What follows belongs to an exercise in optimizing a design on an open flow for small area and a short achievable clock period; a production flow would make more cautious choices.
Only simulation tests tie the RTL to the original design; equivalence was not proved.

==> design.v <==
module MAC #(parameter ABIT = 16, BBIT = 16, EBIT = 8)  
(
	i_clk,
	i_a, i_b, i_loadVal,
	i_load, i_add, i_useMul,
	o_result
);
	localparam MBIT = ABIT+BBIT;  
	localparam TBIT = MBIT+EBIT;  
	input i_clk, i_load, i_add, i_useMul;
	input signed [ABIT-1:0] i_a;
	input signed [BBIT-1:0] i_b;
	input signed [TBIT-1:0] i_loadVal;
	output reg signed [TBIT-1:0] o_result;
	wire signed [MBIT-1:0] i_a_se = {{BBIT{i_a[ABIT-1]}}, i_a};
	wire signed [TBIT-1:0] prevVal = i_load? i_loadVal: o_result;
	wire signed [MBIT-1:0] mul_result = i_a_se * i_b;
	wire signed [TBIT-1:0] mac_result = i_add? (prevVal+mul_result): (prevVal-mul_result);
	always@(posedge i_clk) begin
		o_result <= i_useMul? mac_result: prevVal;
	end
endmodule
==> run.sh <==
#!/bin/bash
# synth_recipe.tcl (not shown) runs the flow's synth.tcl, then flattens the netlist and writes it again
# the make line also repeats each setting of config.mk as NAME=value (left out here)
make -C /OpenROAD-flow-scripts/flow DESIGN_CONFIG=/design/flow/config.mk WORK_HOME=/design/flow/orfs CLKGATE_MAP_FILE= SYNTH_SCRIPT=/design/flow/synth_recipe.tcl finish
==> config.mk <==
export PLATFORM = sky130hd
export DESIGN_NAME = MAC
export DESIGN_NICKNAME = MAC
export VERILOG_FILES = /design/flow/design.v
export SDC_FILE = /design/flow/constraint.sdc
export NUM_CORES = 4
export LEC_CHECK = 0
export CAP_MARGIN = 20
export CORE_MARGIN = 2
export CORE_UTILIZATION = 40
export SLEW_MARGIN = 20
==> constraint.sdc <==
create_clock -name core_clock -period 12.0 [get_ports {i_clk}]
set_input_delay 2.4000 -clock core_clock [delete_from_list [all_inputs] [get_ports {i_clk}]]
set_output_delay 2.4000 -clock core_clock [all_outputs]
set_load 0.01 [all_outputs]
==> summary.txt <==
==> area by class of cell <==
class	instances	area share
Multi-Input combinational cell	1311	0.748
Timing Repair Buffer	166	0.0927
Inverter	303	0.0672
Sequential cell	40	0.0473
Tap cell	468	0.0346
Clock buffer	5	0.00739
Clock inverter	3	0.00251
==> tightest hold or removal path: cells and delay by family (launching register included) <==
kind / cells / cell delay [ns]
muxes: 2 / 0.29
DFF: 1 / 0.32
==> synth_stat cells, types with 7 or more instances <==
| master | count |
|---|---|
| inv_1 | 303 |
| fa_1 | 263 |
| nand2_1 | 159 |
| ha_1 | 128 |
| and2_1 | 125 |
| a21oi_1 | 94 |
| nor2_1 | 92 |
| xnor2_1 | 57 |
| clkbuf_1 | 52 |
| mux2_2 | 51 |
| dfxtp_1 | 40 |
| o21ai_0 | 38 |
| xor2_1 | 37 |
| a21o_1 | 23 |
| nand2b_1 | 21 |
| nand3_1 | 21 |
| o21a_1 | 18 |
| a31oi_1 | 15 |
| a211oi_1 | 11 |
| nand4_1 | 11 |
| o21bai_1 | 11 |
| and3_1 | 10 |
| nor3_1 | 10 |
| nor2b_1 | 7 |
| or3_1 | 7 |
==> per-layer routing <==
metal  GRT usage  up-vias
li1            -     5704
met1       0.240     5898
met2       0.367      170
met3      0.0130       41
met4      0.0373        0
met5           0        -
==> through the flow <==
step	utilization	cells	area, µm²
after floorplan	-	1718	14800
after global placement	0.456	2287	16700
after detailed placement	0.456	2287	16700
after CTS	0.460	2295	16900
after global routing	0.462	2296	16900
final	0.462	2296	16900
==> cells by family (layout without fill, tap and decap cells) <==
kind of cell,count (synthesis),count (layout),share of synthesized area
flip-flops,40,40,0.0539
XOR/XNOR,95,95,0.0565
buffers and inverters,367,477,0.0941
adder cells (fa/ha/maj),391,391,0.462
AND/OR/NAND/NOR,501,501,0.172
multiplexers,53,53,0.0400
AO/OA/AOI/OAI,271,271,0.121
==> repair_timing <==
| item | in CTS | in global routing |
|---|---|---|
| setup buffers | 0 | 1 |
| endpoints found under the setup margin | 0 | 1 |
| resized for setup | 0 | 22 |
==> worst paths after layout <==
path	cells past startpoint	startpoint	end
worst min-delay path	2	o_result[0]	o_result[0]
worst max-delay path	33	i_b[13]	o_result[39]
worst max register to register	17	o_result[0]	o_result[30]
worst min register to register	2	o_result[0]	o_result[0]
==> flow_metrics.env <==
export IMPL_status="complete, no violations"
export IMPL_synth_distinct_cells=81
export IMPL_cts_sinks=40
export IMPL_synth_yosys_seq_area_share=0.0539
export IMPL_pin_count=116
export IMPL_mostFrequentLayoutCells="inv_1 (303), fa_1 (263), nand2_1 (159)"
export IMPL_min_path_type="reg2reg"
export IMPL_worstPathArrival_ns=11.67
export IMPL_wl_met3_um=858
export IMPL_min_period_over_period=0.956
export IMPL_max_stage_delay_ns=0.89
export IMPL_reg_largest_list="o_result (40)"
export IMPL_antenna_left=0
export IMPL_dp_hpwl_um=30700
export IMPL_cp_buffers_inverters=5
export IMPL_cts_buffers=5
export IMPL_clk_latency_ns=0.29
export IMPL_period_needed_ns=11.47
export IMPL_synthFlopType="dfxtp_1"
export IMPL_required_ns=12.20
export IMPL_finalHoldWorstSlack_ns=0.639
export IMPL_synth_nets=2185
export IMPL_drtIter0Drc=600
export IMPL_fp_dieH_um=197
export IMPL_io_buffers=115
export IMPL_maxCapViolations=0
export IMPL_max_clock_freq_mhz=87.2
export IMPL_postSynthAreaPerCell_um2=8.64
export IMPL_largest_register="o_result"
export IMPL_start_util=0.406
export IMPL_finalMaxSlewViolations=0
export IMPL_synth_largest_area_cell="fa_1"
export IMPL_ctsHoldBuffers=0
export IMPL_grt_pass1_wl_um=60900
export IMPL_cp_start_kind="input pin"
export IMPL_vias=11800
export IMPL_drt_wl_total_um=35200
export IMPL_dieWidth_um=197
export IMPL_netlist_area_leader_share=0.355
export IMPL_cp_max_fo=16
export IMPL_grt_max_degree=75
export IMPL_crit_family="adder cells"
export IMPL_regArea_um2=801
export IMPL_place_gp_congestion=0.881
export IMPL_layout_commonest_cell="inv_1"
export IMPL_cp_slowest_cell="clkdlybuf4s50_1"
export IMPL_setup_slack_ns=0.529
export IMPL_htree_num_levels=2
export IMPL_largest_register_ff_count=40
export IMPL_hold_viol=0
export IMPL_skew_ns=0.0121
export IMPL_area_growth_pct=14.0
export IMPL_post_place_ws_ns=0.0570
export IMPL_gr_usage_all_layers=0.192
export IMPL_drtPass1Iterations=5
export IMPL_cts_tree="yes"
export IMPL_clk_pin_slew_ns=0.07
export IMPL_tightest_slew_ns=0.701
export IMPL_clockBufferDepth=2
export IMPL_design_core_area_um2=36600
export IMPL_root_buffer="clkbuf_16"
export IMPL_nFillCells=3622
export IMPL_drive_gt1_frac=0.0766
export IMPL_grt_overflow=0
export IMPL_synth_warnings=1
export IMPL_wl_met1_um=15000
export IMPL_grt_pass1_vias=12800
export IMPL_synthArstFlopShare=0
export IMPL_routedWlPerCell_um=15.3
export IMPL_wl_met2_um=18600
export IMPL_nets=2294
export IMPL_synth_edf_count=0
export IMPL_setup_viol=0
export IMPL_drc=0
export IMPL_antenna_found_initial=0
export IMPL_ys_ff_latch=40
export IMPL_worstSetupEndpointType="flop"
export IMPL_syn_inst=1718
export IMPL_fin_tns_setup_ns=0
export IMPL_rows=70
export IMPL_highest_layer="met4"
export IMPL_relSlewSlack=0.532
export IMPL_dieArea_um2=38700
export IMPL_worstSetupPathType="in2reg"
export IMPL_multi_input_area_um2=12700
export IMPL_diodes=0
export IMPL_viasPerCell=5.15
export IMPL_crit_path_frequent_cell="fa_1"
export IMPL_r2r_setup_slack_ns=8.09
export IMPL_synthesis_area_um2=14800
export IMPL_synth_top_cells_by_area="fa_1 (35%), ha_1 (11%), inv_1 (7.7%)"

-- static timing again, ports no longer ideal --
The results above use ideal ports. As a check the final layout listed here was re-extracted and re-timed, cells and wires unchanged. Step 1, drivers: a clkbuf_16 drives i_clk and a buf_2 each remaining input, both assumed. Step 2 adds t to the input delays and takes it off the output delays; t is the mean of the earliest and latest rising clock arrival at the registers after step 1. Input paths then give back, and output paths get back, about the clock's delay inside the block. Slacks: no drivers / after step 1 / after step 2; pairs: no drivers / after step 1.
shift t [ns]: 0.324
setup WS [ns]: 0.529 / 0.544 / 0.220
hold WS [ns]: 0.639 / 0.639 / 0.639
latest minus earliest clock arrival (ns): 0.012 / 0.012
worst data-port slew with drivers (ns): 0.05
After both steps setup and hold are still met in this run. For this run, drivers alone change the setup slack by +0.015 ns; drivers and shift together by -0.309 ns.
